Context: an optimization exercise on an open-source flow, tuned for small area, a short achievable clock period and few clock cycles. The choices shown serve that exercise and are no tape-out recipe.
Where RTL was checked, it was by simulation tests only, not by an equivalence proof against the original.
Function not checked in runs 2 and 6: the RTL went through the layout flow alone.
Power is estimated from default activity; no workload was simulated.

--- flow/flow/run.sh ---
#!/bin/bash
# Standard layout (the standard.sh) with these changes:
# - adders keep Yosys's default carry-lookahead mapping instead of the
#   Kogge-Stone extra map, and are not turned into half/full adder cells, so
#   ABC maps them;
# - the port buffers are the smallest buffer cell (repair_timing upsizes the
#   ones on critical paths).
set -euo pipefail
export ADDER_MAP_FILE=
export SYNTH_OPERATIONS_ARGS=-nordff
export BUFFER_PORTS_ARGS="-buffer_cell sky130_fd_sc_hd__buf_1"
bash standard.sh > flow_make.log 2>&1
--- flow/standard.sh ---
#!/bin/bash
# synth_recipe.tcl (not shown) runs the flow's synth.tcl, then flattens the netlist and writes it again
# the make line also repeats each setting of config.mk as NAME=value (left out here)
make -C /OpenROAD-flow-scripts/flow DESIGN_CONFIG=/design/flow/config.mk WORK_HOME=/design/flow/orfs CLKGATE_MAP_FILE= SYNTH_SCRIPT=/design/flow/synth_recipe.tcl "${@:-finish}"
--- flow/config.mk ---
export PLATFORM = sky130hd
export DESIGN_NAME = Div
export DESIGN_NICKNAME = Div
export VERILOG_FILES = /design/flow/design.v
export SDC_FILE = /design/flow/constraint.sdc
export NUM_CORES = 4
export LEC_CHECK = 0
export ABC_AREA = 1
export CAP_MARGIN = 20
export CORE_MARGIN = 2
export CORE_UTILIZATION = 60
export CTS_BUF_LIST = sky130_fd_sc_hd__clkbuf_4 sky130_fd_sc_hd__clkbuf_8
export CTS_CLUSTER_SIZE = 20
export SETUP_SLACK_MARGIN = 3.2
export SLEW_MARGIN = 20
--- flow/constraint.sdc ---
create_clock -name core_clock -period 6.0 [get_ports {clk}]
set_input_delay 1.2000 -clock core_clock [delete_from_list [all_inputs] [get_ports {clk}]]
set_output_delay 1.2000 -clock core_clock [all_outputs]
set_load 0.01 [all_outputs]
--- flow/design.v ---
module Div (
    input wire clk,
    input wire reset_total,
    input wire reset_local,
    input wire [31:0] dividend_in,
    input wire [31:0] divisor_in,
    output reg zero_division_flag,
    output wire [31:0] remainder_out,
    output wire [31:0] quotient_out,
    output wire done
);
    function [6:0] lzc32;
        input [31:0] x;
        reg [15:0] v1; reg [15:0] c1;
        reg [7:0]  v2; reg [15:0] c2;
        reg [3:0]  v3; reg [11:0] c3;
        reg [1:0]  v4; reg [7:0]  c4;
        reg        v5; reg [4:0]  c5;
        integer k;
        begin
            for (k = 0; k < 16; k = k + 1) begin
                v1[k] = x[31-2*k] | x[30-2*k];
                c1[k] = ~x[31-2*k];
            end
            for (k = 0; k < 8; k = k + 1) begin
                v2[k] = v1[2*k] | v1[2*k+1];
                c2[2*k+:2] = v1[2*k] ? {1'b0, c1[2*k]} : {1'b1, c1[2*k+1]};
            end
            for (k = 0; k < 4; k = k + 1) begin
                v3[k] = v2[2*k] | v2[2*k+1];
                c3[3*k+:3] = v2[2*k] ? {1'b0, c2[4*k+:2]} : {1'b1, c2[4*k+2+:2]};
            end
            for (k = 0; k < 2; k = k + 1) begin
                v4[k] = v3[2*k] | v3[2*k+1];
                c4[4*k+:4] = v3[2*k] ? {1'b0, c3[6*k+:3]} : {1'b1, c3[6*k+3+:3]};
            end
            v5 = v4[0] | v4[1];
            c5 = v4[0] ? {1'b0, c4[3:0]} : {1'b1, c4[7:4]};
            lzc32 = {v5, ~v5, c5 & {5{v5}}};    
        end
    endfunction
    wire        sa = dividend_in[31];
    wire        sb = divisor_in[31];
    wire        ca = sa & ~&(dividend_in[31:1] | ~dividend_in[30:0]);
    wire [6:0]  la = lzc32(sa ? {~dividend_in[30:0], 1'b1} : dividend_in);
    wire [6:0]  lb = lzc32(divisor_in ^ {32{sb}});
    wire [4:0]  lb5 = lb[4:0] | {5{lb[5]}};
    wire        bz = ~sb & ~lb[6];
    wire [6:0]  cmp = {1'b0, la[5:0]} + {2'b11, ~lb5} + {6'd0, ca};
    wire        trivial = ~cmp[6];
    reg  [31:0] r;       
    reg  [31:0] q;       
    reg  [32:0] d;       
    reg  [4:0]  za;      
    reg  [4:0]  zb;      
    reg         zc;      
    reg         run;     
    reg         p2;      
    reg         sr;      
    reg         sq;      
    wire [32:0] rx = {r[31], r};
    wire [32:0] t = rx + d + 33'd1;
    wire        tz = &(rx ^ d);
    wire        ge = sr ? (t[32] | tz) : ~t[32];
    wire [4:0]  s = zb + ~za + {4'd0, ~zc};
    reg  [32:0] d_sh;
    integer i;
    always @* begin
        d_sh = d;
        for (i = 0; i < 5; i = i + 1)
            if (s[i]) d_sh = (d_sh << (1 << i)) | ~({33{1'b1}} << (1 << i));
    end
    wire        start = reset_local & ~reset_total;
    wire        go = ~trivial & ~bz;
    wire        take = run & ge & (~p2 | sq);
    always @(posedge clk) begin
        if (reset_local)
            r <= dividend_in & {32{~bz}};
        else if (take)
            r <= t[31:0];
        if (reset_local)
            d <= (sa ^ sb) ? {sb, divisor_in} - 33'd1 : ~{sb, divisor_in};
        else if (p2)
            d <= d_sh;
        else
            d <= {d[32], d[32:1]};
        if (reset_total) begin
            run <= 1'b0;
            p2 <= 1'b0;
        end else if (reset_local) begin
            run <= go;
            p2 <= go;
            za <= la[4:0];
            zb <= lb5;
            zc <= ca;
            q <= 32'd0;
            sr <= sa;
            sq <= sa ^ sb;
            zero_division_flag <= bz;
        end else if (p2) begin
            p2 <= 1'b0;
            za <= s;
            if (!ge) run <= 1'b0;
            q <= {32{sq & ge}};
        end else if (run) begin
            q <= {q[30:0], ge ^ sq};
            za <= za - 5'd1;
            if (za == 5'd0) run <= 1'b0;
        end
    end
    assign done = ~run;
    assign quotient_out  = q;
    assign remainder_out = r;
endmodule
==> summary.txt, run 1 <==
Status
  • Run status: timing/DRC/antenna clean

Detailed routing
  • DRC viols: 0
  • Overall via count from detail_route: 11,850
  • Routed length per placed instance: 17.22 um
  • Overall routed net length: 34,950 um
  • Post-DR vias/cell: 5.842
  • Router iterations before antenna repair: 8
  • Antenna viol nets, final: 0
  • Violation count after the first detailed-route iteration: around 1,400

Clocking
  • Clock sink count: about 110
  • CTS tree: yes
  • CTS Buffer Depth: 2
  • Num CTS Buffers: 17
  • Clock root buffer: sky130_fd_sc_hd__clkbuf_8
  • Clock insertion delay at the later pin of the skew report: approximately 470 ps
  • # H-tree levels: 4
  • Clock-pin slew on the worst setup and hold paths: 80 ps
  • Hold Buf Count CTS: 0

Final layout
  • Total Nets Final: 1,863
  • Final core utilization: 72.51%
  • Final design instance area without fill: ~12,000 um2
  • Share of cells above drive strength 1: 12.33%
  • Area of the multi-input gates: 6386 um2
  • Area occupied by registers: 3068 um2
  • Area added between synthesis and finish: 19.00%
  • Inserted Diodes: 0
  • Number of fill cells: 1,504

Place
  • Final weighted congestion in routability-driven placement: 0.9701
  • Placed instance area: 10,540 um2
  • IO Port Bufs: 132
  • Detailed-placement wirelength estimate: ~24,000 um
  • Setup slack at placement: 1879 ps

Logic synthesis
  • Most instantiated flip-flop cell in the synthesis netlist: sky130_fd_sc_hd__edfxtp_1
  • Synthesized cell area: 9997 um2
  • Post-Synthesis Net Count: 1,721
  • Count of mapped cells out of synthesis: approximately 1,700
  • Number of storage elements in the synthesis netlist: 113
  • Post-synthesis cell type count: 47
  • Synthesized area per cell: roughly 6 um2
  • Warnings from Yosys: 1
  • Share of async-settable or async-resettable flops after synthesis: 0%
  • Cell taking the most area after synthesis: sky130_fd_sc_hd__edfxtp_1
  • Main area contributors after synthesis: sky130_fd_sc_hd__edfxtp_1 24%, sky130_fd_sc_hd__nand2_1 24%, sky130_fd_sc_hd__o21ai_0 8.6%
  • Leading cell type by number of instances after synthesis: sky130_fd_sc_hd__nand2_1
  • Most frequent cells after synthesis: 632 x sky130_fd_sc_hd__nand2_1, 171 x sky130_fd_sc_hd__inv_1, 171 x sky130_fd_sc_hd__o21ai_0
  • Fraction of the yosys area taken by sequential cells: between 30% and 40%
  • Number of enable flip-flop cells after synthesis: 80
  • Yosys top cell area share: 24.03%

Setup path
  • WS Path Type: in -> reg
  • Worst Path Required: about 6400 ps
  • Worst R2R Setup Slack: 3310 ps
  • Largest driver fanout on the critical path: 9
  • Worst Setup Start Kind: input pin
  • Kind of end point of the critical path: flop
  • Data arrival time of the worst path: 3130 ps

Global route
  • Vias in the first global route: 9,914
  • Largest net degree at the start of global routing: just over 50
  • First-pass GRT wire length: 51,920 um
  • Total track usage: between 30% and 40%
  • Initial antenna violation count: 0
  • Sum of overflow across all layers after global routing: 0

Die
  • Number of primary I/O pins: about 130
  • Core area: ~16,000 um2
  • Effective utilization at floorplan: about three fifths
  • Placement row count: 47
  • Die Y-Extent: about 130 um
  • Die area: 17,710 um2
  • Width of the die: around 130 um

STA
  • Crit path setup slack, layout: 3232 ps
  • RSZ-0062 raised after global routing: true
  • Part of the cycle the worst path needs: 46.13%
  • Max Clock Skew: 22.60 ps
  • Final setup fails: 0
  • Relative slew slack: 39.30%
  • Number of pins with negative max-slew slack in the final report: 0
  • Final Hold Violating Endpoints: 0
  • Setup TNS: 0 ps
  • Minimum clock period: 2768 ps
  • Transition time of the tightest slew-check pin: ~900 ps
  • Top achievable clock speed: 0.3613 GHz

Worst hold path
  • Worst min path class: reg -> reg

Pwr
  • Total power density per cell area: ~290 nW/um2
  • Worst ir drop on vdd: 222.5 uV
  • Leakage power total: 5.636 nW

Job
  • Max-cap violations: 0
==> registers in the layout, indices dropped and copies added, names as in the netlist <==
signal / flops
p2: 1
za: 5
r: 32
zc: 1
sq: 1
run: 1
sr: 1
zero_division_flag: 1
q: 32
d: 33
zb: 5
==> per-layer routing <==
| layer | track usage, % | up-vias | wire (um) |
|---|---|---|---|
| li1 | - | 5684 | - |
| met1 | 54.22 | 5326 | 14750 |
| met2 | 55.90 | 739 | 15050 |
| met3 | 6.360 | 105 | 3813 |
| met4 | 15.77 | 0 | 1334 |
| met5 | 0 | - | 0 |
==> cell families after synthesis <==
logic type | synth area share, %
compound gates | 17.03
flops | 30.64
mux | 0.1001
simple gates | 39.57
xor+xnor | 2.541
buf+inv | 10.11
==> final timing paths <==
path | from | cells past startpoint | end
hold / removal | d[2]$_DFF_P_ | 2 | d[1]$_DFF_P_
setup reg to reg | za[0]$_DFFE_PP_ | 14 | d[32]$_DFFE_PP_
hold reg to reg | d[2]$_DFF_P_ | 2 | d[1]$_DFF_P_
setup / recovery | divisor_in[31] | 21 | run$_SDFFE_PP0P_
==> what timing repair did <==
action,4_1_cts,5_1_grt
endpoints found under the hold margin,0,0
gates resized for setup,41,133
setup endpoints to repair,148,129
buffers inserted,8,21
pin swaps,7,30
cloned,4,10
==> report_power, final <==
group          leakage [nW]  internal [W]  total (W)  switching (W)
sequential             1.06      0.000996    0.00115       0.000152
combinational          4.40      0.000545    0.00166        0.00111
clock                 0.177      0.000329   0.000702       0.000373
total                  5.64       0.00187    0.00351        0.00164
==> worst max-delay path, stage by stage <==
cell,delay [ps]
sky130_fd_sc_hd__buf_6,140
sky130_fd_sc_hd__buf_12,150
sky130_fd_sc_hd__clkinvlp_4,160
sky130_fd_sc_hd__nand3_2,100
sky130_fd_sc_hd__nand2_1,100
sky130_fd_sc_hd__nand2_2,120
sky130_fd_sc_hd__inv_1,60
sky130_fd_sc_hd__nand2_1,70
sky130_fd_sc_hd__nor2_1,50
sky130_fd_sc_hd__nor2_2,240
sky130_fd_sc_hd__inv_1,90
sky130_fd_sc_hd__nand2_1,70
sky130_fd_sc_hd__nand2_1,50
sky130_fd_sc_hd__nor2_1,80
sky130_fd_sc_hd__nand2_1,60
sky130_fd_sc_hd__nand2_1,70
sky130_fd_sc_hd__nand2_1,70
sky130_fd_sc_hd__nand2_2,80
sky130_fd_sc_hd__nand3_1,70
sky130_fd_sc_hd__nand2_1,50
sky130_fd_sc_hd__inv_1,30
==> through the flow <==
| step | instances | hold slack (ps) | power, W |
|---|---|---|---|
| 4_1_cts | 1998 | 553.4 | 0.003318 |
| 2_1_floorplan | 1654 | 478.9 | 0.002189 |
| 5_1_grt | 2029 | 565.7 | 0.003725 |
| 3_5_place_dp | 1954 | 533.1 | 0.002577 |
| 3_3_place_gp | 1953 | 526.4 | 0.002556 |
| 6_report | 2029 | 523.1 | 0.003508 |
==> layout make-up <==
type,instances,area share [%]
clock inverter,15,1.104
tap,220,2.314
multi-input combinational,1306,53.68
sequential,113,25.79
inverter,181,6.195
timing repair buffer,174,8.730
timing repair inverter,3,0.2209
clock buffer,17,1.967
==> cell usage in the layout (no fill, tap or decap), types with 4 or more instances in the layout <==
cell type / Yosys / layout
sky130_fd_sc_hd__or2_2: 9 / 8
sky130_fd_sc_hd__xnor2_1: 11 / 11
sky130_fd_sc_hd__nand2_4: 2 / 12
sky130_fd_sc_hd__nand3_1: 111 / 101
sky130_fd_sc_hd__edfxtp_1: 80 / 80
sky130_fd_sc_hd__inv_1: 171 / 163
sky130_fd_sc_hd__inv_6: 0 / 6
sky130_fd_sc_hd__nand2_1: 632 / 610
sky130_fd_sc_hd__clkinvlp_4: 0 / 8
sky130_fd_sc_hd__o221ai_1: 7 / 7
sky130_fd_sc_hd__buf_1: 1 / 125
sky130_fd_sc_hd__a21oi_1: 53 / 51
sky130_fd_sc_hd__buf_6: 7 / 5
sky130_fd_sc_hd__clkinv_4: 0 / 4
sky130_fd_sc_hd__o22ai_1: 18 / 18
sky130_fd_sc_hd__nand3_2: 2 / 11
sky130_fd_sc_hd__clkbuf_8: 0 / 17
sky130_fd_sc_hd__nor3_1: 5 / 4
sky130_fd_sc_hd__buf_12: 0 / 6
sky130_fd_sc_hd__o21ai_1: 10 / 21
sky130_fd_sc_hd__nor2_2: 8 / 21
sky130_fd_sc_hd__nand2_2: 16 / 28
sky130_fd_sc_hd__inv_2: 8 / 8
sky130_fd_sc_hd__nor2_1: 170 / 141
sky130_fd_sc_hd__dfxtp_2: 0 / 4
sky130_fd_sc_hd__clkbuf_16: 0 / 4
sky130_fd_sc_hd__o211ai_1: 13 / 13
sky130_fd_sc_hd__o2111ai_1: 12 / 12
sky130_fd_sc_hd__nor2_4: 1 / 18
sky130_fd_sc_hd__nand4_1: 7 / 7
sky130_fd_sc_hd__o21ai_0: 171 / 157
sky130_fd_sc_hd__dfxtp_1: 33 / 29
sky130_fd_sc_hd__buf_4: 10 / 27
sky130_fd_sc_hd__xor2_1: 13 / 12
sky130_fd_sc_hd__nand3b_1: 6 / 6
Testbench counts, summed over its fixed seeds: cycles 22,792.
==> run 2: changes to the inputs <==
--- a/flow/design.v
+++ b/flow/design.v
@@ -45,3 +45,3 @@
     wire [6:0]  la = lzc32(sa ? {~dividend_in[30:0], 1'b1} : dividend_in);
-    wire [6:0]  lb = lzc32(divisor_in ^ {32{sb}});
+    wire [6:0]  lb = lzc32({1'b0, divisor_in[31:1] ^ divisor_in[30:0]});
     wire [4:0]  lb5 = lb[4:0] | {5{lb[5]}};
==> summary.txt, run 2 <==
STA
  • Minimum clock period: 2897 ps (+129.6 ps)
  • Final Hold Violating Endpoints: 0 (unchanged)
  • Setup TNS: 0 ps (unchanged)
  • Relative slew slack: 37.26% (-2.0 points)
  • Number of pins with negative max-slew slack in the final report: 0 (unchanged)
  • Transition time of the tightest slew-check pin: 931.3 ps (+30.24 ps)
  • Top achievable clock speed: 0.3452 GHz (-4.5%)
  • RSZ-0062 raised after global routing: true
  • Max Clock Skew: 13.79 ps (-8.810 ps)
  • Part of the cycle the worst path needs: 48.29% (+2.2 points)
  • Crit path setup slack, layout: 3103 ps (-129.6 ps)
  • Final setup fails: 0 (unchanged)

Logic synthesis
  • Cell taking the most area after synthesis: sky130_fd_sc_hd__edfxtp_1
  • Proportion of synthesized area in mux cells: 0.3985% (+0.30 points)
  • Synthesized area per cell: 6.180 um2 (+2.2%)
  • Synthesized-area fraction occupied by adder cells: 0% (unchanged)
  • Post-synthesis cell type count: 49 (+4.3%)
  • Compound-cell area share of the yosys netlist: 18.49% (+1.5 points)
  • Most frequent cells after synthesis: 602 x sky130_fd_sc_hd__nand2_1, 165 x sky130_fd_sc_hd__inv_1, 141 x sky130_fd_sc_hd__nor2_1
  • Number of storage elements in the synthesis netlist: 113 (unchanged)
  • Synthesized cell area: 10,050 um2 (+0.51%)
  • Warnings from Yosys: 1 (unchanged)
  • XOR/XNOR share of the synthesized area: 3.673% (+1.1 points)
  • Post-Synthesis Net Count: 1,693 (-1.6%)
  • Main combinational cell family by area after synthesis: simple AND/OR/NAND/NOR gates
  • Share of async-settable or async-resettable flops after synthesis: 0% (unchanged)
  • Synthesized-area fraction occupied by and/or/nand/nor cells: 37.26% (-2.3 points)
  • Leading cell type by number of instances after synthesis: sky130_fd_sc_hd__nand2_1
  • Yosys top cell area share: 23.91% (-0.12 points)
  • Number of enable flip-flop cells after synthesis: 80 (unchanged)
  • Fraction of the yosys area taken by sequential cells: 30.48% (-0.16 points)
  • Main area contributors after synthesis: sky130_fd_sc_hd__edfxtp_1 24%, sky130_fd_sc_hd__nand2_1 22%, sky130_fd_sc_hd__o21ai_0 6.8%
  • Most instantiated flip-flop cell in the synthesis netlist: sky130_fd_sc_hd__edfxtp_1
  • Count of mapped cells out of synthesis: 1,626 (-1.7%)

Global route
  • Sum of overflow across all layers after global routing: 0 (unchanged)
  • Total track usage: 37.65% (about the same)
  • Largest net degree at the start of global routing: 52 (+2.0%)
  • First-pass GRT wire length: 52,370 um (+0.86%)
  • Vias in the first global route: 10,080 (+1.7%)
  • Initial antenna violation count: 0 (unchanged)

Final layout
  • Area added between synthesis and finish: 20.67%
  • Total Nets Final: 1,847 (-0.86%)
  • Area occupied by registers: 3074 um2 (+0.20%)
  • Leading cell types in the layout, fill and taps excluded: 590 x sky130_fd_sc_hd__nand2_1, 160 x sky130_fd_sc_hd__inv_1, 125 x sky130_fd_sc_hd__nor2_1
  • Final design instance area without fill: 12,130 um2 (+1.9%)
  • Register name with the most flops: d
  • Largest register FFs: 33 (unchanged)
  • Share of cells above drive strength 1: 14.72% (+2.4 points)
  • Inserted Diodes: 0 (unchanged)
  • Area of the multi-input gates: 6659 um2 (+4.3%)
  • Number of fill cells: 1,421 (-5.5%)
  • Most common library cell in the layout ignoring fill and taps: sky130_fd_sc_hd__nand2_1
  • Top Registers: d: 33 flops, q: 32 flops, r: 32 flops

Place
  • Placed instance area: 10,580 um2 (+0.45%)
  • IO Port Bufs: 132 (unchanged)
  • Setup slack at placement: 1926 ps (+46.68 ps)
  • Detailed-placement wirelength estimate: 24,300 um (-0.69%)
  • Final weighted congestion in routability-driven placement: 0.9678 (-0.24%)

Setup path
  • Kind of end point of the critical path: flop
  • Worst Path Required: 6310 ps (-60 ps)
  • Largest driver fanout on the critical path: 6 (-3)
  • Worst r2r src: d[21]$_DFF_P_
  • Depth of the most critical reg-to-reg path: 12 (-2)
  • Data arrival time of the worst path: 3210 ps (+80 ps)
  • Terminus of the critical flop-to-flop path: r[3]$_DFFE_PP_
  • Worst Setup Start Kind: input pin
  • Worst R2R Setup Slack: 3250 ps (-60 ps)
  • WS Path Type: in -> reg

Detailed routing
  • Antenna viol nets, final: 0 (unchanged)
  • Violation count after the first detailed-route iteration: 1,681 (+20%)
  • Post-DR vias/cell: 5.831 (-0.20%)
  • Router iterations before antenna repair: 8 (unchanged)
  • DRC viols: 0 (unchanged)
  • Routed length per placed instance: 17.39 um (+0.97%)
  • Overall routed net length: 35,010 um (+0.17%)
  • Overall via count from detail_route: 11,740 (-0.99%)

Clocking
  • CTS tree: yes
  • Clock root buffer: sky130_fd_sc_hd__clkbuf_8
  • # H-tree levels: 4 (unchanged)
  • Clock sink count: 113 (unchanged)
  • Clock-pin slew on the worst setup and hold paths: 80 ps (about the same)
  • Hold Buf Count CTS: 0 (unchanged)
  • Num CTS Buffers: 17 (unchanged)
  • Clock insertion delay at the later pin of the skew report: 450 ps (-20 ps)
  • CTS Buffer Depth: 2 (unchanged)

Die
  • Placement row count: 47 (unchanged)
  • Die area: 17,800 um2 (+0.50%)
  • Number of primary I/O pins: 133 (unchanged)
  • Effective utilization at floorplan: 61.03% (+0.094 points)
  • Die Y-Extent: 133.4 um (+0.25%)
  • Core area: 16,470 um2 (+0.36%)
  • Width of the die: 133.4 um (+0.25%)

Worst hold path
  • Endpoint of the worst hold path: q[26]$_SDFFCE_PP0P_
  • WHS Path Cells: 2 (unchanged)
  • Startpoint of the tightest hold check path: q[25]$_SDFFCE_PP0P_
  • Worst min path class: reg -> reg

Pwr
  • PnR Total Power: 0.003645 W (+3.9%)
  • Total power density per cell area: 300.6 nW/um2 (+1.9%)
  • Leakage power total: 5.629 nW (-0.13%)
  • Worst ir drop on vdd: 215.7 uV (-3.0%)

Status
  • Run status: timing/DRC/antenna clean

Job
  • Max-cap violations: 0 (unchanged)
run 2: cell count changes after synthesis, moves of 7 or more:
cell	change
sky130_fd_sc_hd__buf_2	+7
sky130_fd_sc_hd__nand2_1	-30
sky130_fd_sc_hd__xnor2_1	+8
sky130_fd_sc_hd__a21oi_1	+8
sky130_fd_sc_hd__o21ai_0	-35
sky130_fd_sc_hd__o21ai_1	+46
sky130_fd_sc_hd__nand3_1	-10
sky130_fd_sc_hd__nor2_1	-29
run 2: stage by stage:
step	std cells	hold slack (ps)	util, %
floorplan	1626	482.7	-
global placement	1919	527.9	64.27
detailed placement	1919	534.1	64.27
CTS	1979	548.3	69.76
global route	2013	566.8	73.64
finish	2013	549.9	73.64
run 2: timing repair:
action,in CTS,in global routing
setup endpoints to repair,141,134
gates cloned,6,5
hold endpoints to repair,0,0
buffers inserted,22,28
pin swaps,18,25
gates resized for setup,76,103
run 2: worst max-delay path, cell delays in order:
cell and delay [ps]:
sky130_fd_sc_hd__buf_8 110, sky130_fd_sc_hd__nor2_4 110, sky130_fd_sc_hd__nand2_2 80, sky130_fd_sc_hd__inv_2 80, sky130_fd_sc_hd__nand3_4 80, sky130_fd_sc_hd__nor2_4 110, sky130_fd_sc_hd__nand2_2 80, sky130_fd_sc_hd__nor2_4 150
sky130_fd_sc_hd__nand2_4 80, sky130_fd_sc_hd__nor2_4 110, sky130_fd_sc_hd__nand3_4 80, sky130_fd_sc_hd__nor2_4 100, sky130_fd_sc_hd__nand2_2 80, sky130_fd_sc_hd__nor2_4 170, sky130_fd_sc_hd__nand2_8 140, sky130_fd_sc_hd__buf_4 180
sky130_fd_sc_hd__o21ai_4 60, sky130_fd_sc_hd__nand2_2 90, sky130_fd_sc_hd__nand4_1 90
run 2: worst max-delay path by stage:
stage | startpoint | endpoint | slack [ps]
6_report | divisor_in[1] | d[31]$_DFFE_PP_ | 3100
5_1_grt | divisor_in[27] | run$_SDFFE_PP0P_ | 3000
4_1_cts | divisor_in[0] | d[31]$_DFFE_PP_ | 3080
3_5_place_dp | dividend_in[31] | run$_SDFFE_PP0P_ | 1930
3_3_place_gp | dividend_in[31] | run$_SDFFE_PP0P_ | 2040
2_1_floorplan | divisor_in[1] | r[28]$_DFFE_PP_ | 2990
run 2: power by group:
part | internal (W) | total (W) | switching [W]
clock network | 0.000294 | 0.000670 | 0.000376
registers | 0.00100 | 0.00117 | 0.000169
logic | 0.000611 | 0.00181 | 0.00119
total | 0.00190 | 0.00364 | 0.00174
run 2: logic make-up after synthesis:
logic type	count (synthesis)
compound gates	329
xor+xnor	37
buf+inv	237
flops	113
mux	4
simple gates	906
run 2: final cells by class:
cell class                 instances  area share [%]
inverter                         172           5.665
multi-input combinational       1285           54.92
clock buffer                      17           1.930
clock inverter                    15           1.011
timing repair buffer             190           8.792
tap                              220           2.270
timing repair inverter             1         0.06191
sequential                       113           25.35
run 2: layer usage:
| layer | vias up | GRT usage [%] | part of all wire, % |
|---|---|---|---|
| li1 | 5671 | - | - |
| met1 | 5259 | 51.57 | 40 |
| met2 | 700 | 59.56 | 45 |
| met3 | 107 | 6.697 | 11 |
| met4 | 0 | 14.54 | 4.1 |
| met5 | - | 0 | 0 |
==> run 3: changes to the inputs <==
--- a/flow/design.v
+++ b/flow/design.v
@@ -45,3 +45,3 @@
     wire [6:0]  la = lzc32(sa ? {~dividend_in[30:0], 1'b1} : dividend_in);
-    wire [6:0]  lb = lzc32({1'b0, divisor_in[31:1] ^ divisor_in[30:0]});
+    wire [6:0]  lb = lzc32(divisor_in ^ {32{sb}});
     wire [4:0]  lb5 = lb[4:0] | {5{lb[5]}};
--- a/flow/config.mk
+++ b/flow/config.mk
@@ -13,3 +13,3 @@
 export CTS_CLUSTER_SIZE = 20
-export SETUP_SLACK_MARGIN = 3.2
+export SETUP_SLACK_MARGIN = 3.0
 export SLEW_MARGIN = 20
==> summary.txt, run 3 <==
Die
  • Number of primary I/O pins: 133 (unchanged)
  • Placement row count: 47 (unchanged)
  • Die Y-Extent: 133.1 um (-0.25%)
  • Core area: 16,410 um2 (-0.36%)
  • Die area: 17,710 um2 (-0.49%)
  • Effective utilization at floorplan: 60.93% (-0.094 points)
  • Width of the die: 133.1 um (-0.25%)

Detailed routing
  • Violation count after the first detailed-route iteration: 1,135 (-32%)
  • DRC viols: 0 (unchanged)
  • Antenna viol nets, final: 0 (unchanged)
  • Routed length per placed instance: 16.39 um (-5.8%)
  • Overall via count from detail_route: 11,240 (-4.3%)
  • Post-DR vias/cell: 5.634 (-3.4%)
  • Overall routed net length: 32,670 um (-6.7%)
  • Router iterations before antenna repair: 8 (unchanged)

STA
  • Final Hold Violating Endpoints: 0 (unchanged)
  • Final setup fails: 0 (unchanged)
  • Hold slack: 555.9 ps (+6.002 ps)
  • Number of pins with negative max-slew slack in the final report: 0 (unchanged)
  • Transition time of the tightest slew-check pin: 790.4 ps (-140.8 ps)
  • Max Clock Skew: 14.12 ps (+0.3274 ps)
  • Setup TNS: 0 ps (unchanged)
  • RSZ-0062 raised after global routing: true
  • Minimum clock period: 2892 ps (-5.450 ps)
  • Top achievable clock speed: 0.3458 GHz (+0.19%)
  • Part of the cycle the worst path needs: 48.20% (-0.091 points)
  • Relative slew slack: 47.11% (+9.8 points)

Setup path
  • Slowest cell on the critical path: sky130_fd_sc_hd__clkbuf_4
  • Most Frequent Cell on Critical Path: sky130_fd_sc_hd__nand2_1
  • Data arrival time of the worst path: 3260 ps (+50 ps)
  • WS Path Type: in -> reg
  • Worst Path Required: 6360 ps (+50 ps)
  • Number of buffers and inverters on the critical path: 3 (unchanged)
  • Largest driver fanout on the critical path: 25 (+19)
  • Family with the most delay on the worst path: simple AND/OR/NAND/NOR gates
  • Kind of end point of the critical path: flop
  • Slowest Stage Delay on Critical Path: 230 ps (+50 ps)
  • Worst Setup Start Kind: input pin
  • Crit-path cells: clkbuf_4 > buf_6 > nor2_1 > nand2_1 > nand2_1 > nand2_1 > nor2_2 > nand2_1 > nor2_2 > nor2_1 > nand2_1 > nand2_1 > nand2_1 > nor2_1 > nand2_1 > nand2_1 > nand2_1 > nand2_1 > nand3_1 > nand2_1 > inv_1

Place
  • Post-Place Cells: 1,955 (+1.9%)
  • IO Port Bufs: 132 (unchanged)
  • Detailed-placement wirelength estimate: 24,950 um (+2.7%)
  • Placed instance area: 10,520 um2 (-0.59%)
  • Final weighted congestion in routability-driven placement: 1.007 (+4.0%)

Logic synthesis
  • Yosys top cell area share: 24.03% (+0.12 points)
  • Main area contributors after synthesis: sky130_fd_sc_hd__edfxtp_1 24%, sky130_fd_sc_hd__nand2_1 24%, sky130_fd_sc_hd__o21ai_0 8.6%
  • Number of storage elements in the synthesis netlist: 113 (unchanged)
  • Post-Synthesis Net Count: 1,721 (+1.7%)
  • Synthesized area per cell: 6.044 um2 (-2.2%)
  • Most frequent cells after synthesis: 632 x sky130_fd_sc_hd__nand2_1, 171 x sky130_fd_sc_hd__inv_1, 171 x sky130_fd_sc_hd__o21ai_0
  • Most instantiated flip-flop cell in the synthesis netlist: sky130_fd_sc_hd__edfxtp_1
  • Count of mapped cells out of synthesis: 1,654 (+1.7%)
  • Warnings from Yosys: 1 (unchanged)
  • Synthesized cell area: 9997 um2 (-0.51%)
  • Post-synthesis cell type count: 47 (-4.1%)
  • Share of async-settable or async-resettable flops after synthesis: 0% (unchanged)
  • Number of enable flip-flop cells after synthesis: 80 (unchanged)
  • Leading cell type by number of instances after synthesis: sky130_fd_sc_hd__nand2_1
  • Cell taking the most area after synthesis: sky130_fd_sc_hd__edfxtp_1
  • Fraction of the yosys area taken by sequential cells: 30.64% (+0.16 points)

Clocking
  • # H-tree levels: 4 (unchanged)
  • Clock-pin slew on the worst setup and hold paths: 90 ps (about the same)
  • Clock insertion delay at the later pin of the skew report: 470 ps (+20 ps)
  • Clock root buffer: sky130_fd_sc_hd__clkbuf_8
  • CTS Buffer Depth: 2 (unchanged)
  • CTS tree: yes
  • Clock sink count: 113 (unchanged)
  • Num CTS Buffers: 17 (unchanged)

Pwr
  • Total power density per cell area: 305.6 nW/um2 (+1.7%)
  • Worst ir drop on vdd: 206.2 uV (-4.4%)
  • Leakage power total: 5.362 nW (-4.7%)

Global route
  • Initial antenna violation count: 0 (unchanged)
  • Vias in the first global route: 9,812 (-2.7%)
  • Sum of overflow across all layers after global routing: 0 (unchanged)
  • Total track usage: 36.76% (-0.89 points)
  • First-pass GRT wire length: 50,640 um (-3.3%)
  • Largest net degree at the start of global routing: 53 (+1.9%)

Job
  • Max-cap violations: 0 (unchanged)

Final layout
  • Area added between synthesis and finish: 11.61%
  • Top Registers: d: 33 flops, q: 32 flops, r: 32 flops
  • Largest register FFs: 33 (unchanged)
  • Register name with the most flops: d
  • Final design instance area without fill: 11,160 um2 (-8.0%)
  • Total Nets Final: 1,828 (-1.0%)
  • Most common library cell in the layout ignoring fill and taps: sky130_fd_sc_hd__nand2_1
  • Layout Cells excl Fill: 1,994 (-0.94%)
  • Inserted Diodes: 0 (unchanged)
  • Share of cells above drive strength 1: 6.652% (-8.1 points)
  • Leading cell types in the layout, fill and taps excluded: 631 x sky130_fd_sc_hd__nand2_1, 170 x sky130_fd_sc_hd__inv_1, 168 x sky130_fd_sc_hd__o21ai_0
  • Final core utilization: 68.01% (-5.6 points)

Status
  • Run status: timing/DRC/antenna clean

Worst hold path
  • Worst min path class: reg -> reg
==> run 3: cell count changes after synthesis, sizes merged, moves of 4 or more <==
cell,previous run,this run
o21ai,194,183
a21oi,61,53
o211ai,20,13
nand2,621,650
o2111ai,8,12
inv,172,179
clkbuf,30,25
xnor2,20,12
nand3b,2,6
nor2,154,179
nand3,104,113
==> run 3: final cells by class <==
class | instances | area [um2]
clock buffers | 17 | 234.0
clock inverters | 15 | 167.7
fillers | 1572 | 5249
inverters | 181 | 729.5
multi-input cells | 1301 | 6023
flip-flops and latches | 113 | 3064
well taps | 220 | 275.3
repair buffers | 147 | 664.4
==> run 3: final timing paths <==
path / from / to / slack (ps) / cells past startpoint
setup / recovery: dividend_in[31] / run$_SDFFE_PP0P_ / 3110 / 21
hold / removal: q[21]$_SDFFCE_PP0P_ / q[22]$_SDFFCE_PP0P_ / 560 / 2
setup reg to reg: za[0]$_DFFE_PP_ / d[20]$_DFF_P_ / 3160 / 15
hold reg to reg: q[21]$_SDFFCE_PP0P_ / q[22]$_SDFFCE_PP0P_ / 560 / 2
==> run 3: kinds of logic after synthesis <==
group / count (synthesis) / synth area share, %
compound gates: 303 / 17.03
buf+inv: 240 / 10.11
mux: 1 / 0.1001
xor+xnor: 26 / 2.541
flops: 113 / 30.64
simple gates: 971 / 39.57
==> run 3: routing by layer <==
layer  vias up  GRT usage, %  wire, um  share of wire, %
met1      5033         51.20     14040                43
met2       530         56.97     14490                44
met3        70         7.701      3173               9.7
met5         -             0         0                 0
met4         0         12.49       977               3.0
li1       5602             -         -                 -
==> run 3: metrics by stage <==
step	total power (W)	worst slack [ps]
after global placement	0.002557	2213
final	0.003410	3108
after CTS	0.003337	3001
after detailed placement	0.002584	2156
after floorplan	0.002187	3025
after global routing	0.003644	2907
==> run 3: worst reg2reg max path: cells and delay by family, from the launching register on <==
kind	cells	cell delay [ps]
flip-flops	1	470
AO/OA/AOI/OAI	4	650
buffers and inverters	2	210
XOR/XNOR	1	200
AND/OR/NAND/NOR	8	1190
==> run 3: what timing repair did <==
| action | in CTS | in global routing |
|---|---|---|
| setup buffers | 0 | 6 |
| endpoints found under the hold margin | 0 | 0 |
| hold buffers | 0 | 0 |
| gates cloned | 0 | 0 |
| pin swaps | 0 | 2 |
| resized for setup | 14 | 36 |
| setup endpoints to repair | 98 | 87 |
==> run 3: power by group <==
group	leakage, nW	switching [W]	internal [W]
combinational	4.10	0.00103	0.000482
clock	0.205	0.000401	0.000348
sequential	1.06	0.000159	0.000994
total	5.36	0.00158	0.00182
Testbench counts of run 3, summed over its fixed seeds: cycles 22,792.
==> run 4: changes to the inputs <==
--- a/flow/config.mk
+++ b/flow/config.mk
@@ -10,3 +10,3 @@
 export CORE_MARGIN = 2
-export CORE_UTILIZATION = 60
+export CORE_UTILIZATION = 55
 export CTS_BUF_LIST = sky130_fd_sc_hd__clkbuf_4 sky130_fd_sc_hd__clkbuf_8
==> summary.txt, run 4 <==
Worst hold path
  • Endpoint of the worst hold path: q[2]$_SDFFCE_PP0P_
  • WHS Path Cells: 2 (unchanged)
  • Worst min path class: reg -> reg
  • Startpoint of the tightest hold check path: q[1]$_SDFFCE_PP0P_

Final layout
  • Largest register FFs: 33 (unchanged)
  • Area of the multi-input gates: 6053 um2 (+0.50%)
  • Total Nets Final: 1,833 (+0.27%)
  • Leading cell types in the layout, fill and taps excluded: 630 x sky130_fd_sc_hd__nand2_1, 170 x sky130_fd_sc_hd__inv_1, 165 x sky130_fd_sc_hd__o21ai_0
  • Number of fill cells: 1,811 (+15%)
  • Layout Cells excl Fill: 2,009 (+0.75%)
  • Most common library cell in the layout ignoring fill and taps: sky130_fd_sc_hd__nand2_1
  • Share of cells above drive strength 1: 6.914% (+0.26 points)
  • Register name with the most flops: d
  • Area occupied by registers: 3064 um2 (unchanged)
  • Area added between synthesis and finish: 12.79%
  • Top Registers: d: 33 flops, q: 32 flops, r: 32 flops

Setup path
  • Worst Setup Start Kind: input pin
  • Depth of the most critical reg-to-reg path: 17 (+2)
  • Worst r2r src: zb[0]$_DFFE_PP_
  • Kind of end point of the critical path: flop
  • Data arrival time of the worst path: 3230 ps (-30 ps)
  • WS Path Type: in -> reg
  • Largest driver fanout on the critical path: 5 (-80%)
  • Worst R2R Setup Slack: 3150 ps (about the same)
  • Worst Path Required: 6320 ps (-40 ps)
  • Crit path from: divisor_in[1]
  • Terminus of the critical flop-to-flop path: d[30]$_DFF_P_

STA
  • Relative slew slack: 42.22% (-4.9 points)
  • Part of the cycle the worst path needs: 48.45% (+0.25 points)
  • Top achievable clock speed: 0.3440 GHz (-0.52%)
  • RSZ-0062 raised after global routing: false
  • Max Clock Skew: 14.96 ps (+0.8406 ps)
  • Crit path setup slack, layout: 3093 ps (-14.97 ps)
  • Transition time of the tightest slew-check pin: 863.6 ps (+73.14 ps)
  • Final setup fails: 0 (unchanged)
  • Setup TNS: 0 ps (unchanged)
  • Final Hold Violating Endpoints: 0 (unchanged)
  • Number of pins with negative max-slew slack in the final report: 0 (unchanged)
  • Minimum clock period: 2907 ps (+14.97 ps)

Clocking
  • # H-tree levels: 4 (unchanged)
  • CTS tree: yes
  • Clock-pin slew on the worst setup and hold paths: 90 ps (about the same)
  • Hold Buf Count CTS: 0 (unchanged)
  • Clock insertion delay at the later pin of the skew report: 470 ps (about the same)
  • CTS Buffer Depth: 2 (unchanged)
  • Clock sink count: 113 (unchanged)
  • Clock root buffer: sky130_fd_sc_hd__clkbuf_8
  • Num CTS Buffers: 17 (unchanged)

Logic synthesis
  • Compound-cell area share of the yosys netlist: 17.03% (unchanged)
  • Synthesized-area fraction occupied by and/or/nand/nor cells: 39.57% (unchanged)
  • Leading cell type by number of instances after synthesis: sky130_fd_sc_hd__nand2_1
  • Synthesized area per cell: 6.044 um2 (unchanged)
  • Post-synthesis cell type count: 47 (unchanged)
  • Share of async-settable or async-resettable flops after synthesis: 0% (unchanged)
  • Proportion of synthesized area in mux cells: 0.1001% (unchanged)
  • XOR/XNOR share of the synthesized area: 2.541% (unchanged)
  • Yosys top cell area share: 24.03% (unchanged)
  • Most frequent cells after synthesis: 632 x sky130_fd_sc_hd__nand2_1, 171 x sky130_fd_sc_hd__inv_1, 171 x sky130_fd_sc_hd__o21ai_0
  • Warnings from Yosys: 1 (unchanged)
  • Number of enable flip-flop cells after synthesis: 80 (unchanged)
  • Cell taking the most area after synthesis: sky130_fd_sc_hd__edfxtp_1
  • Number of storage elements in the synthesis netlist: 113 (unchanged)
  • Post-Synthesis Net Count: 1,721 (unchanged)
  • Most instantiated flip-flop cell in the synthesis netlist: sky130_fd_sc_hd__edfxtp_1
  • Synthesized-area fraction occupied by adder cells: 0% (unchanged)
  • Synthesized cell area: 9997 um2 (unchanged)
  • Main combinational cell family by area after synthesis: simple AND/OR/NAND/NOR gates
  • Main area contributors after synthesis: sky130_fd_sc_hd__edfxtp_1 24%, sky130_fd_sc_hd__nand2_1 24%, sky130_fd_sc_hd__o21ai_0 8.6%
  • Fraction of the yosys area taken by sequential cells: 30.64% (unchanged)
  • Count of mapped cells out of synthesis: 1,654 (unchanged)

Detailed routing
  • Router iterations before antenna repair: 6 (-2)
  • Uppermost routed layer: met4
  • Antenna viol nets, final: 0 (unchanged)
  • Post-DR vias/cell: 5.609 (-0.45%)
  • Violation count after the first detailed-route iteration: 1,171 (+3.2%)
  • Routed length per placed instance: 16.71 um (+2.0%)
  • DRC viols: 0 (unchanged)
  • Length of routed wiring on met1: 14,590 um (+3.9%)
  • Overall via count from detail_route: 11,270 (+0.30%)
  • Total length of routed met2 wires: 14,890 um (+2.8%)
  • Overall routed net length: 33,570 um (+2.7%)
  • Length of routed met3 wiring: 3359 um (+5.9%)

Pwr
  • Total power density per cell area: 303.6 nW/um2 (-0.64%)
  • Part of the total power dissipated in the clock network: 22.1% (about the same)
  • P_sw: 0.001595 W (+0.66%)
  • Leakage power total: 5.405 nW (+0.80%)
  • Part of the power in registers: 33.7% (about the same)
  • Worst ir drop on vdd: 160.8 uV (-22%)
  • Switching Fraction: 46.60% (+0.12 points)
  • Combinational share of power: 44.2% (about the same)
  • Power Internal: 0.001828 W (+0.19%)

Place
  • Detailed-placement wirelength estimate: 25,330 um (+1.5%)
  • IO Port Bufs: 132 (unchanged)
  • Post-Place Cells: 1,964 (+0.46%)
  • Setup slack at placement: 2215 ps (+58.87 ps)
  • Final weighted congestion in routability-driven placement: 0.9891 (-1.7%)

Die
  • Number of primary I/O pins: 133 (unchanged)
  • Width of the die: 138.8 um (+4.3%)
  • Core area: 17,900 um2 (+9.1%)
  • Effective utilization at floorplan: 55.84% (-5.1 points)
  • Die Y-Extent: 138.8 um (+4.3%)
  • Die area: 19,270 um2 (+8.8%)
  • Placement row count: 49 (+4.3%)

Global route
  • First-pass GRT wire length: 52,310 um (+3.3%)
  • Sum of overflow across all layers after global routing: 0 (unchanged)
  • Vias in the first global route: 10,020 (+2.1%)
  • Largest net degree at the start of global routing: 48 (-9.4%)
  • Total track usage: 34.13% (-2.6 points)
  • Initial antenna violation count: 2 (+2)

Status
  • Run status: timing/DRC/antenna clean

Job
  • Max-cap violations: 0 (unchanged)
## run 4: cell counts after synthesis
No cell type changed its count.
## run 4: cell type report
class                           count  share of cell area (%)
Inverter                          181                   6.436
Antenna cell                        1                 0.02219
Clock buffer                       17                   2.075
Tap cell                          229                   2.541
Timing Repair Buffer              150                   6.502
Sequential cell                   113                   27.17
Clock inverter                     15                   1.487
Multi-Input combinational cell   1302                   53.68
Timing Repair inverter              1                 0.07767
## run 4: repair_timing
action / in CTS / in global routing
pin swaps: 1 / 5
cloned: 0 / 4
gates resized for setup: 7 / 52
hold endpoints to repair: 0 / 0
setup endpoints to repair: 63 / 94
setup buffers: 0 / 7
## run 4: power by group through the flow
stage / logic [W] / clock network (W) / registers, W
after floorplan: 0.00106 / 0 / 0.00113
after global placement: 0.00141 / 0 / 0.00116
after detailed placement: 0.00143 / 0 / 0.00116
after CTS: 0.00144 / 0.000756 / 0.00115
after global routing: 0.00172 / 0.000790 / 0.00116
final: 0.00151 / 0.000756 / 0.00115
## run 4: cell families after synthesis
family	after synthesis
simple gates	971
compound gates	303
buf+inv	240
flops	113
xor+xnor	26
mux	1
## run 4: per-layer routing
layer,up-vias,track usage [%]
li1,5614,-
met1,5052,47.96
met2,555,53.51
met3,48,6.699
met4,0,10.26
met5,-,0
## run 4: stage by stage
stage          utilization (%)  total power, W  hold slack (ps)  area, um2
2_1_floorplan                -        0.002187            478.9      10010
5_1_grt                  62.99        0.003670            584.7      11280
6_report                 62.99        0.003423            553.6      11280
3_5_place_dp             58.83        0.002591            532.0      10530
3_3_place_gp             58.83        0.002571            524.5      10530
4_1_cts                  61.18        0.003342            548.4      10950
## run 4: critical path: stages
cell and delay, ps:
sky130_fd_sc_hd__buf_1 130, sky130_fd_sc_hd__nor2_2 150, sky130_fd_sc_hd__nand2_1 100, sky130_fd_sc_hd__nor2_2 130, sky130_fd_sc_hd__nand4_1 170, sky130_fd_sc_hd__nor2_4 200, sky130_fd_sc_hd__nand3_2 140, sky130_fd_sc_hd__nor3_4 310
sky130_fd_sc_hd__o21ai_0 280, sky130_fd_sc_hd__a31o_2 340, sky130_fd_sc_hd__nand3_1 80
## run 4: how the worst max path moves through the flow
| stage | endpoint | slack, ps | cells after the start |
|---|---|---|---|
| floorplan | q[0]$_SDFFCE_PP0P_ | 3030 | 4 |
| global placement | d[26]$_DFF_P_ | 2260 | 11 |
| detailed placement | d[27]$_DFF_P_ | 2220 | 11 |
| CTS | d[31]$_DFFE_PP_ | 2850 | 15 |
| global route | d[32]$_DFFE_PP_ | 2890 | 15 |
| finish | d[31]$_DFFE_PP_ | 3090 | 11 |
==> run 5: changes to the inputs <==
--- a/flow/design.v
+++ b/flow/design.v
@@ -72,3 +72,2 @@
     end
-    wire        start = reset_local & ~reset_total;
     wire        go = ~trivial & ~bz;
--- a/flow/config.mk
+++ b/flow/config.mk
@@ -10,3 +10,3 @@
 export CORE_MARGIN = 2
-export CORE_UTILIZATION = 55
+export CORE_UTILIZATION = 60
 export CTS_BUF_LIST = sky130_fd_sc_hd__clkbuf_4 sky130_fd_sc_hd__clkbuf_8
==> summary.txt, run 5 <==
Logic synthesis
  • Leading cell type by number of instances after synthesis: sky130_fd_sc_hd__nand2_1
  • Number of enable flip-flop cells after synthesis: 80 (unchanged)
  • Warnings from Yosys: 1 (unchanged)
  • Post-synthesis cell type count: 50 (+6.4%)
  • Synthesized area per cell: 6.107 um2 (+1.0%)
  • Synthesized cell area: 10,100 um2 (+1.0%)
  • Fraction of the yosys area taken by sequential cells: 30.32% (-0.31 points)
  • Yosys top cell area share: 23.78% (-0.25 points)
  • Count of mapped cells out of synthesis: 1,654 (unchanged)
  • Most frequent cells after synthesis: 603 x sky130_fd_sc_hd__nand2_1, 167 x sky130_fd_sc_hd__inv_1, 166 x sky130_fd_sc_hd__o21ai_0
  • Most instantiated flip-flop cell in the synthesis netlist: sky130_fd_sc_hd__edfxtp_1
  • Main area contributors after synthesis: sky130_fd_sc_hd__edfxtp_1 24%, sky130_fd_sc_hd__nand2_1 22%, sky130_fd_sc_hd__o21ai_0 8.2%
  • Post-Synthesis Net Count: 1,721 (unchanged)
  • Number of storage elements in the synthesis netlist: 113 (unchanged)
  • Cell taking the most area after synthesis: sky130_fd_sc_hd__edfxtp_1
  • Share of async-settable or async-resettable flops after synthesis: 0% (unchanged)

Place
  • Detailed-placement wirelength estimate: 24,720 um (-2.4%)
  • IO Port Bufs: 132 (unchanged)
  • Placed instance area: 10,630 um2 (+0.97%)
  • Final weighted congestion in routability-driven placement: 0.9957 (+0.67%)

STA
  • Minimum clock period: 2890 ps (-16.38 ps)
  • Transition time of the tightest slew-check pin: 690.3 ps (-173.3 ps)
  • Top achievable clock speed: 0.3460 GHz (+0.57%)
  • Setup TNS: 0 ps (unchanged)
  • Max Clock Skew: 16.96 ps (+2.001 ps)
  • Relative slew slack: 53.73% (+12 points)
  • Number of pins with negative max-slew slack in the final report: 0 (unchanged)
  • Final setup fails: 0 (unchanged)
  • Final Hold Violating Endpoints: 0 (unchanged)
  • RSZ-0062 raised after global routing: false
  • Part of the cycle the worst path needs: 48.17% (-0.27 points)

Setup path
  • Slowest cell on the critical path: sky130_fd_sc_hd__clkinvlp_4
  • Family with the most delay on the worst path: buffers and inverters
  • Worst R2R Setup Slack: 3240 ps (+90 ps)
  • Kind of end point of the critical path: flop
  • Worst Setup Start Kind: input pin
  • Depth of the most critical reg-to-reg path: 18 (+1)
  • Worst Path Required: 6420 ps (+100 ps)
  • Number of buffers and inverters on the critical path: 5 (+4)
  • Largest driver fanout on the critical path: 30 (+25)
  • Crit-path cells: buf_1 > buf_4 > clkinvlp_4 > nor2_2 > bufinv_8 > a211oi_1 > nand2_1 > nand3_1 > nand2_1 > inv_1
  • WS Path Type: in -> reg
  • Terminus of the critical flop-to-flop path: q[9]$_SDFFCE_PP0P_
  • Data arrival time of the worst path: 3310 ps (+80 ps)
  • Slowest Stage Delay on Critical Path: 460 ps (+120 ps)
  • Most Frequent Cell on Critical Path: sky130_fd_sc_hd__nand2_1
  • Worst r2r src: r[15]$_DFFE_PP_

Worst hold path
  • WHS Path Cells: 2 (unchanged)
  • Startpoint of the tightest hold check path: q[19]$_SDFFCE_PP0P_
  • Endpoint of the worst hold path: q[20]$_SDFFCE_PP0P_
  • Worst min path class: reg -> reg

Global route
  • Vias in the first global route: 9,836 (-1.8%)
  • Total track usage: 36.24% (+2.1 points)
  • Largest net degree at the start of global routing: 53 (+10%)
  • First-pass GRT wire length: 50,720 um (-3.0%)
  • Sum of overflow across all layers after global routing: 0 (unchanged)
  • Initial antenna violation count: 0 (-2)

Final layout
  • Inserted Diodes: 0 (-1)
  • Largest register FFs: 33 (unchanged)
  • Final design instance area without fill: 11,360 um2 (+0.73%)
  • Most common library cell in the layout ignoring fill and taps: sky130_fd_sc_hd__nand2_1
  • Top Registers: d: 33 flops, q: 32 flops, r: 32 flops
  • Total Nets Final: 1,835 (+0.11%)
  • Number of fill cells: 1,521 (-16%)
  • Leading cell types in the layout, fill and taps excluded: 599 x sky130_fd_sc_hd__nand2_1, 165 x sky130_fd_sc_hd__inv_1, 161 x sky130_fd_sc_hd__nor2_1
  • Final core utilization: 68.74% (+5.8 points)
  • Share of cells above drive strength 1: 9.096% (+2.2 points)
  • Register name with the most flops: d
  • Area added between synthesis and finish: 12.45%

Die
  • Width of the die: 133.8 um (-3.7%)
  • Effective utilization at floorplan: 61.13% (+5.3 points)
  • Die area: 17,890 um2 (-7.2%)
  • Die Y-Extent: 133.8 um (-3.7%)
  • Core area: 16,520 um2 (-7.7%)
  • Placement row count: 47 (-4.1%)
  • Number of primary I/O pins: 133 (unchanged)

Clocking
  • CTS Buffer Depth: 2 (unchanged)
  • Clock sink count: 113 (unchanged)
  • CTS tree: yes
  • Clock root buffer: sky130_fd_sc_hd__clkbuf_8
  • Clock-pin slew on the worst setup and hold paths: 90 ps (about the same)
  • # H-tree levels: 4 (unchanged)
  • Clock insertion delay at the later pin of the skew report: 470 ps (about the same)
  • Num CTS Buffers: 17 (unchanged)

Pwr
  • Leakage power total: 5.392 nW (-0.24%)
  • Worst ir drop on vdd: 173.7 uV (+8.0%)
  • Switching Fraction: 46.59% (about the same)
  • Power Internal: 0.001834 W (+0.34%)
  • Part of the power in registers: 33.7% (about the same)
  • P_sw: 0.001600 W (+0.31%)
  • Combinational share of power: 44.4% (+0.2 points)
  • Total power density per cell area: 302.4 nW/um2 (-0.41%)
  • Part of the total power dissipated in the clock network: 21.9% (-0.2 points)
  • PnR Total Power: 0.003435 W (+0.32%)

Detailed routing
  • Router iterations before antenna repair: 6 (unchanged)
  • Post-DR vias/cell: 5.684 (+1.3%)
  • Violation count after the first detailed-route iteration: 1,221 (+4.3%)
  • DRC viols: 0 (unchanged)
  • Antenna viol nets, final: 0 (unchanged)
  • Overall routed net length: 32,690 um (-2.6%)
  • Routed length per placed instance: 16.34 um (-2.2%)
  • Overall via count from detail_route: 11,370 (+0.92%)

Status
  • Run status: timing/DRC/antenna clean

Job
  • Max-cap violations: 0 (unchanged)
run 5: through the flow:
step,hold WS (ps),setup slack (ps),cells
floorplan,479.4,3025,1654
global placement,523.3,2011,1955
detailed placement,548.9,1925,1955
CTS,566.5,3054,1989
global route,585.7,3014,2001
finish,568.7,3110,2001
run 5: tightest hold or removal path, stage by stage (launching register included):
cell                       delay [ps]
sky130_fd_sc_hd__edfxtp_1         350
sky130_fd_sc_hd__nand2_1           70
sky130_fd_sc_hd__nand2_2           60
run 5: per-layer routing:
layer	track usage [%]	share of wire (%)
met5	0	0
met4	12.88	3.1
met3	7.154	11
met2	56.30	44
met1	50.37	42
run 5: power by group through the flow:
stage | Combinational [W] | Clock, W | Sequential (W)
after floorplan | 0.00108 | 0 | 0.00113
after global placement | 0.00143 | 0 | 0.00116
after detailed placement | 0.00144 | 0 | 0.00117
after CTS | 0.00146 | 0.000756 | 0.00115
after global routing | 0.00172 | 0.000780 | 0.00117
final | 0.00153 | 0.000752 | 0.00116
run 5: cells by family after synthesis:
| kind of cell | share of synthesized area (%) |
|---|---|
| xor gates and xnor gates | 2.515 |
| buffers and inverters | 9.922 |
| DFF | 30.32 |
| AOI/OAI and AO/OA | 16.86 |
| and+or+nand+nor | 40.28 |
| muxes | 0.09910 |
run 5: cell type report:
cell class              count  area (um2)  share of cell area, %
clock buffers              17       234.0                  2.060
clock inverters            15       162.7                  1.432
inverters                 181       724.4                  6.378
multi-input cells        1301        6126                  53.93
flip-flops and latches    113        3063                  26.97
well taps                 220       275.3                  2.423
repair buffers            152       763.2                  6.720
repair inverters            2       10.01                0.08813
run 5: worst max-delay path by stage:
stage	start	endpoint	cells after the start
floorplan	reset_local	q[0]$_SDFFCE_PP0P_	4
global placement	dividend_in[31]	d[26]$_DFF_P_	11
detailed placement	dividend_in[31]	d[26]$_DFF_P_	11
CTS	divisor_in[31]	run$_SDFFE_PP0P_	21
global route	divisor_in[1]	d[15]$_DFF_P_	18
finish	reset_local	run$_SDFFE_PP0P_	10
run 5: timing repair:
item	CTS	global route
pin swaps	0	7
cloned	1	2
resized for setup	12	44
hold buffers	0	0
hold endpoints to repair	0	0
setup endpoints to repair	77	87
setup buffers	1	9
Testbench counts of run 5, summed over its fixed seeds: cycles 22,792.
==> run 6: changes to the inputs <==
--- a/flow/design.v
+++ b/flow/design.v
@@ -61,2 +61,3 @@
     wire [32:0] rx = {r[31], r};
+    wire [32:0] d2 = {d[32], d[32:1]};
     wire [32:0] t = rx + d + 33'd1;
@@ -64,2 +65,5 @@
     wire        ge = sr ? (t[32] | tz) : ~t[32];
+    wire [32:0] t2 = rx + d2 + 33'd1;
+    wire        tz2 = &(rx ^ d2);
+    wire        ge2 = sr ? (t2[32] | tz2) : ~t2[32];
     wire [4:0]  s = zb + ~za + {4'd0, ~zc};
@@ -73,3 +77,6 @@
     wire        go = ~trivial & ~bz;
+    wire        step = run & ~p2;
+    wire        last = (za == 5'd0);
     wire        take = run & ge & (~p2 | sq);
+    wire        take2 = step & ~ge & ~last & ge2;
     always @(posedge clk) begin
@@ -79,2 +86,4 @@
             r <= t[31:0];
+        else if (take2)
+            r <= t2[31:0];
         if (reset_local)
@@ -83,4 +92,6 @@
             d <= d_sh;
+        else if (ge)
+            d <= d2;
         else
-            d <= {d[32], d[32:1]};
+            d <= {{2{d[32]}}, d[32:2]};
         if (reset_total) begin
@@ -104,5 +115,11 @@
         end else if (run) begin
-            q <= {q[30:0], ge ^ sq};
-            za <= za - 5'd1;
-            if (za == 5'd0) run <= 1'b0;
+            if (ge | last) begin
+                q <= {q[30:0], ge ^ sq};
+                za <= za - 5'd1;
+                if (last) run <= 1'b0;
+            end else begin
+                q <= {q[29:0], sq, ge2 ^ sq};
+                za <= za - 5'd2;
+                if (za == 5'd1) run <= 1'b0;
+            end
         end
--- a/flow/config.mk
+++ b/flow/config.mk
@@ -13,3 +13,3 @@
 export CTS_CLUSTER_SIZE = 20
-export SETUP_SLACK_MARGIN = 3.0
+export SETUP_SLACK_MARGIN = 3.2
 export SLEW_MARGIN = 20
==> summary.txt, run 6 <==
Logic synthesis
  • Post-synthesis cell type count: 59 (+18%)
  • Synthesized cell area: 12,190 um2 (+21%)
  • Post-Synthesis Net Count: 2,104 (+22%)
  • Share of async-settable or async-resettable flops after synthesis: 0% (unchanged)
  • Main area contributors after synthesis: sky130_fd_sc_hd__nand2_1 20%, sky130_fd_sc_hd__edfxtp_1 20%, sky130_fd_sc_hd__o21ai_0 8.8%
  • Number of storage elements in the synthesis netlist: 113 (unchanged)
  • Leading cell type by number of instances after synthesis: sky130_fd_sc_hd__nand2_1
  • Most frequent cells after synthesis: 643 x sky130_fd_sc_hd__nand2_1, 235 x sky130_fd_sc_hd__inv_1, 215 x sky130_fd_sc_hd__o21ai_0
  • Synthesized area per cell: 5.985 um2 (-2.0%)
  • Most instantiated flip-flop cell in the synthesis netlist: sky130_fd_sc_hd__edfxtp_1
  • Number of enable flip-flop cells after synthesis: 80 (unchanged)
  • Cell taking the most area after synthesis: sky130_fd_sc_hd__nand2_1
  • Fraction of the yosys area taken by sequential cells: 25.12% (-5.2 points)
  • Count of mapped cells out of synthesis: 2,037 (+23%)
  • Yosys top cell area share: 19.80% (-4.0 points)
  • Warnings from Yosys: 1 (unchanged)

Detailed routing
  • Antenna viol nets, final: 0 (unchanged)
  • Router iterations before antenna repair: 10 (+4)
  • DRC viols: 0 (unchanged)
  • Overall via count from detail_route: 16,050 (+41%)
  • Routed length per placed instance: 19.99 um (+22%)
  • Post-DR vias/cell: 6.280 (+10%)
  • Violation count after the first detailed-route iteration: 2,343 (+92%)
  • Overall routed net length: 51,100 um (+56%)

Clocking
  • Hold Buf Count CTS: 0 (unchanged)
  • Clock sink count: 113 (unchanged)
  • Num CTS Buffers: 17 (unchanged)
  • Clock insertion delay at the later pin of the skew report: 470 ps (about the same)
  • Clock-pin slew on the worst setup and hold paths: 80 ps (about the same)
  • CTS Buffer Depth: 2 (unchanged)
  • # H-tree levels: 4 (unchanged)
  • Clock root buffer: sky130_fd_sc_hd__clkbuf_8
  • CTS tree: yes

Setup path
  • Terminus of the critical flop-to-flop path: r[27]$_DFFE_PP_
  • Kind of end point of the critical path: flop
  • Worst Setup Start Kind: flop
  • Largest driver fanout on the critical path: 8 (-73%)
  • Number of buffers and inverters on the critical path: 5 (unchanged)
  • WS Path Type: reg -> reg
  • Worst r2r src: r[26]$_DFFE_PP_
  • Slowest Stage Delay on Critical Path: 460 ps (about the same)
  • Slowest cell on the critical path: sky130_fd_sc_hd__edfxtp_1
  • Depth of the most critical reg-to-reg path: 16 (-2)
  • Crit-path cells: buf_4 > nand2_2 > inv_1 > nor2_4 > nand2_1 > o21ai_0 > inv_1 > o21ai_0 > a21oi_1 > nand3b_1 > nand2_1 > nand2_2 > nand3_4 > o31ai_4 > buf_12 > buf_16
  • Worst Path Required: 6180 ps (-240 ps)
  • Worst R2R Setup Slack: 3030 ps (-210 ps)
  • Data arrival time of the worst path: 3150 ps (-160 ps)
  • Family with the most delay on the worst path: compound AO/OA/AOI/OAI gates

STA
  • Relative slew slack: 42.12% (-12 points)
  • Number of pins with negative max-slew slack in the final report: 0 (unchanged)
  • Top achievable clock speed: 0.3362 GHz (-2.8%)
  • Crit path setup slack, layout: 3026 ps (-83.89 ps)
  • Final Hold Violating Endpoints: 0 (unchanged)
  • Minimum clock period: 2974 ps (+83.89 ps)
  • Final setup fails: 0 (unchanged)
  • Transition time of the tightest slew-check pin: 862.1 ps (+171.8 ps)
  • Max Clock Skew: 20.70 ps (+3.745 ps)
  • Part of the cycle the worst path needs: 49.57% (+1.4 points)
  • RSZ-0062 raised after global routing: true
  • Setup TNS: 0 ps (unchanged)

Die
  • Placement row count: 52 (+11%)
  • Die Y-Extent: 146.5 um (+9.6%)
  • Effective utilization at floorplan: 60.64% (-0.48 points)
  • Core area: 20,100 um2 (+22%)
  • Number of primary I/O pins: 133 (unchanged)
  • Width of the die: 146.5 um (+9.6%)
  • Die area: 21,480 um2 (+20%)

Place
  • Final weighted congestion in routability-driven placement: 1.026 (+3.1%)
  • IO Port Bufs: 132 (unchanged)
  • Setup slack at placement: 2032 ps (+106.8 ps)
  • Detailed-placement wirelength estimate: 31,600 um (+28%)
  • Post-Place Cells: 2,374 (+21%)

Global route
  • Total track usage: 41.40% (+5.2 points)
  • Largest net degree at the start of global routing: 63 (+19%)
  • First-pass GRT wire length: 70,460 um (+39%)
  • Global-route met2 utilization: 65.68% (+9.4 points)
  • Met1 track demand over resource in global routing: 54.24% (+3.9 points)
  • Sum of overflow across all layers after global routing: 0 (unchanged)
  • Vias in the first global route: 13,580 (+38%)
  • Initial antenna violation count: 0 (unchanged)
  • Met3 Resource Use GR: 7.813% (+0.66 points)
  • Routing layer with the top usage in global route: met2

Final layout
  • Layout Cells excl Fill: 2,556 (+28%)
  • Area added between synthesis and finish: 30.03%
  • Leading cell types in the layout, fill and taps excluded: 573 x sky130_fd_sc_hd__nand2_1, 222 x sky130_fd_sc_hd__inv_1, 188 x sky130_fd_sc_hd__o21ai_0
  • Total Nets Final: 2,340 (+28%)
  • Most common library cell in the layout ignoring fill and taps: sky130_fd_sc_hd__nand2_1
  • Top Registers: d: 33 flops, q: 32 flops, r: 32 flops
  • Largest register FFs: 33 (unchanged)
  • Final core utilization: 78.85% (+10 points)
  • Share of cells above drive strength 1: 22.66% (+14 points)
  • Register name with the most flops: d
  • Inserted Diodes: 0 (unchanged)

Pwr
  • Switching Fraction: 55.63% (+9.0 points)
  • Part of the power in registers: 20.5% (-13 points)
  • Power Internal: 0.003847 W (+110%)
  • P_sw: 0.004823 W (+200%)
  • Total power density per cell area: 546.9 nW/um2 (+81%)
  • Worst ir drop on vdd: 419.4 uV (+140%)
  • Combinational share of power: 70.5% (+26 points)
  • Part of the total power dissipated in the clock network: 9.0% (-13 points)
  • Leakage power total: 7.319 nW (+36%)

Status
  • Run status: timing/DRC/antenna clean

Worst hold path
  • Endpoint of the worst hold path: run$_SDFFE_PP0P_
  • Worst min path class: reg -> reg
  • WHS Path Cells: 2 (unchanged)
  • Startpoint of the tightest hold check path: run$_SDFFE_PP0P_

Job
  • Max-cap violations: 0 (unchanged)
==> run 6: cell types whose count changed after synthesis, sizes merged, moves of 7 or more <==
| cell | change |
|---|---|
| nand3 | +7 |
| or2 | +13 |
| xor2 | +17 |
| buf | +15 |
| a21oi | +44 |
| xnor2 | +12 |
| o211ai | +22 |
| o21ai | +102 |
| o221ai | +7 |
| o22ai | +8 |
| inv | +81 |
| nor2 | +17 |
==> run 6: power by group through the flow <==
stage	combinational, W	clock, W	sequential (W)
final	0.00612	0.000777	0.00178
after CTS	0.00507	0.000766	0.00169
after global placement	0.00441	0	0.00169
after global routing	0.00658	0.000804	0.00178
after floorplan	0.00356	0	0.00156
after detailed placement	0.00448	0	0.00170
==> run 6: metrics by stage <==
stage	area, um2	hold WS (ps)	total power, W
2_1_floorplan	12350	493.3	0.005119
3_3_place_gp	12850	504.9	0.006098
3_5_place_dp	12850	536.5	0.006179
4_1_cts	14410	548.7	0.007527
5_1_grt	15850	581.5	0.009161
6_report	15850	568.0	0.008670
==> run 6: layout make-up <==
class,count,area [um2]
clock inverter,15,165.2
multi-input combinational,1592,8865
clock buffer,17,234.0
sequential,113,3113
tap,270,337.8
fill,1504,4252
inverter,263,1081
timing repair buffer,286,2057
==> run 6: cells by family after synthesis <==
kind of cell | after synthesis | share of synthesized area [%]
XOR/XNOR | 55 | 4.259
AO/OA/AOI/OAI | 500 | 23.67
multiplexers | 2 | 0.1642
AND/OR/NAND/NOR | 1026 | 35.18
buffers and inverters | 341 | 11.61
flip-flops | 113 | 25.12
==> run 6: worst max path at each step <==
stage                         start              end  cells after the start
detailed placement    d[24]$_DFF_P_   r[6]$_DFFE_PP_                     15
global route        r[28]$_DFFE_PP_  r[25]$_DFFE_PP_                     14
floorplan           r[10]$_DFFE_PP_   r[0]$_DFFE_PP_                     16
finish              r[26]$_DFFE_PP_  r[27]$_DFFE_PP_                     16
global placement      d[24]$_DFF_P_   r[6]$_DFFE_PP_                     15
CTS                 za[1]$_DFFE_PP_     d[8]$_DFF_P_                     10
==> run 6: per-layer routing <==
layer	routed length, um	vias to the layer above	part of all wire, %
met5	0	-	0
met4	3709	0	7.3
met1	18070	7162	35
met3	6988	362	14
met2	22330	1288	44
li1	-	7240	-
==> run 6: timing repair <==
item                                    in CTS  in global routing
setup buffers                               60                 73
pin swaps                                   40                 81
gates resized for setup                    153                229
gates cloned                                10                  7
endpoints found under the setup margin     177                144
==> run 6: worst register-to-register path: cells and delay by family (launching register included) <==
family                 cells  cell delay (ps)
buffers and inverters      5              700
AOI/OAI and AO/OA          4              830
and+or+nand+nor            7              710
DFF                        1              460

port drivers added, routing unchanged:
How much do the figures lean on ideal ports? The routed layouts below were timed once more, with nothing changed but the port constraints.
Step 1 sets driving cells, clkbuf_16 on the clock port and buf_2 on the other inputs (assumed; they add their load-dependent delay and slew).
Step 2 adds t to the input delays and takes it off the output delays; t is the mean of the earliest and latest rising clock arrival at the registers after step 1. Input paths then give back, and output paths get back, about the clock's delay inside the block.
Slacks: no drivers / after step 1 / after step 2; pairs: no drivers / after step 1.
run	t (ns)	setup slack, ns	slew at the worst register clock pin (ns)	worst data-port slew with drivers (ns)	pins driven straight from the clock port
run 1	0.499	3.232 / 3.223 / 2.723	0.09 / 0.09	0.13	1
run 2	0.486	3.103 / 3.107 / 2.621	0.09 / 0.09	0.09	1
run 3	0.504	3.108 / 3.123 / 2.619	0.09 / 0.09	0.07	1
run 4	0.499	3.093 / 3.113 / 2.613	0.09 / 0.09	0.08	1
run 5	0.504	3.110 / 3.128 / 2.624	0.09 / 0.09	0.06	1
run 6	0.508	3.026 / 3.026 / 2.645	0.10 / 0.10	0.04	1
After both steps every run listed still meets setup and hold. The setup slack of run 1, which loses most, moves by -0.009 ns with the drivers and by -0.509 ns with both steps.
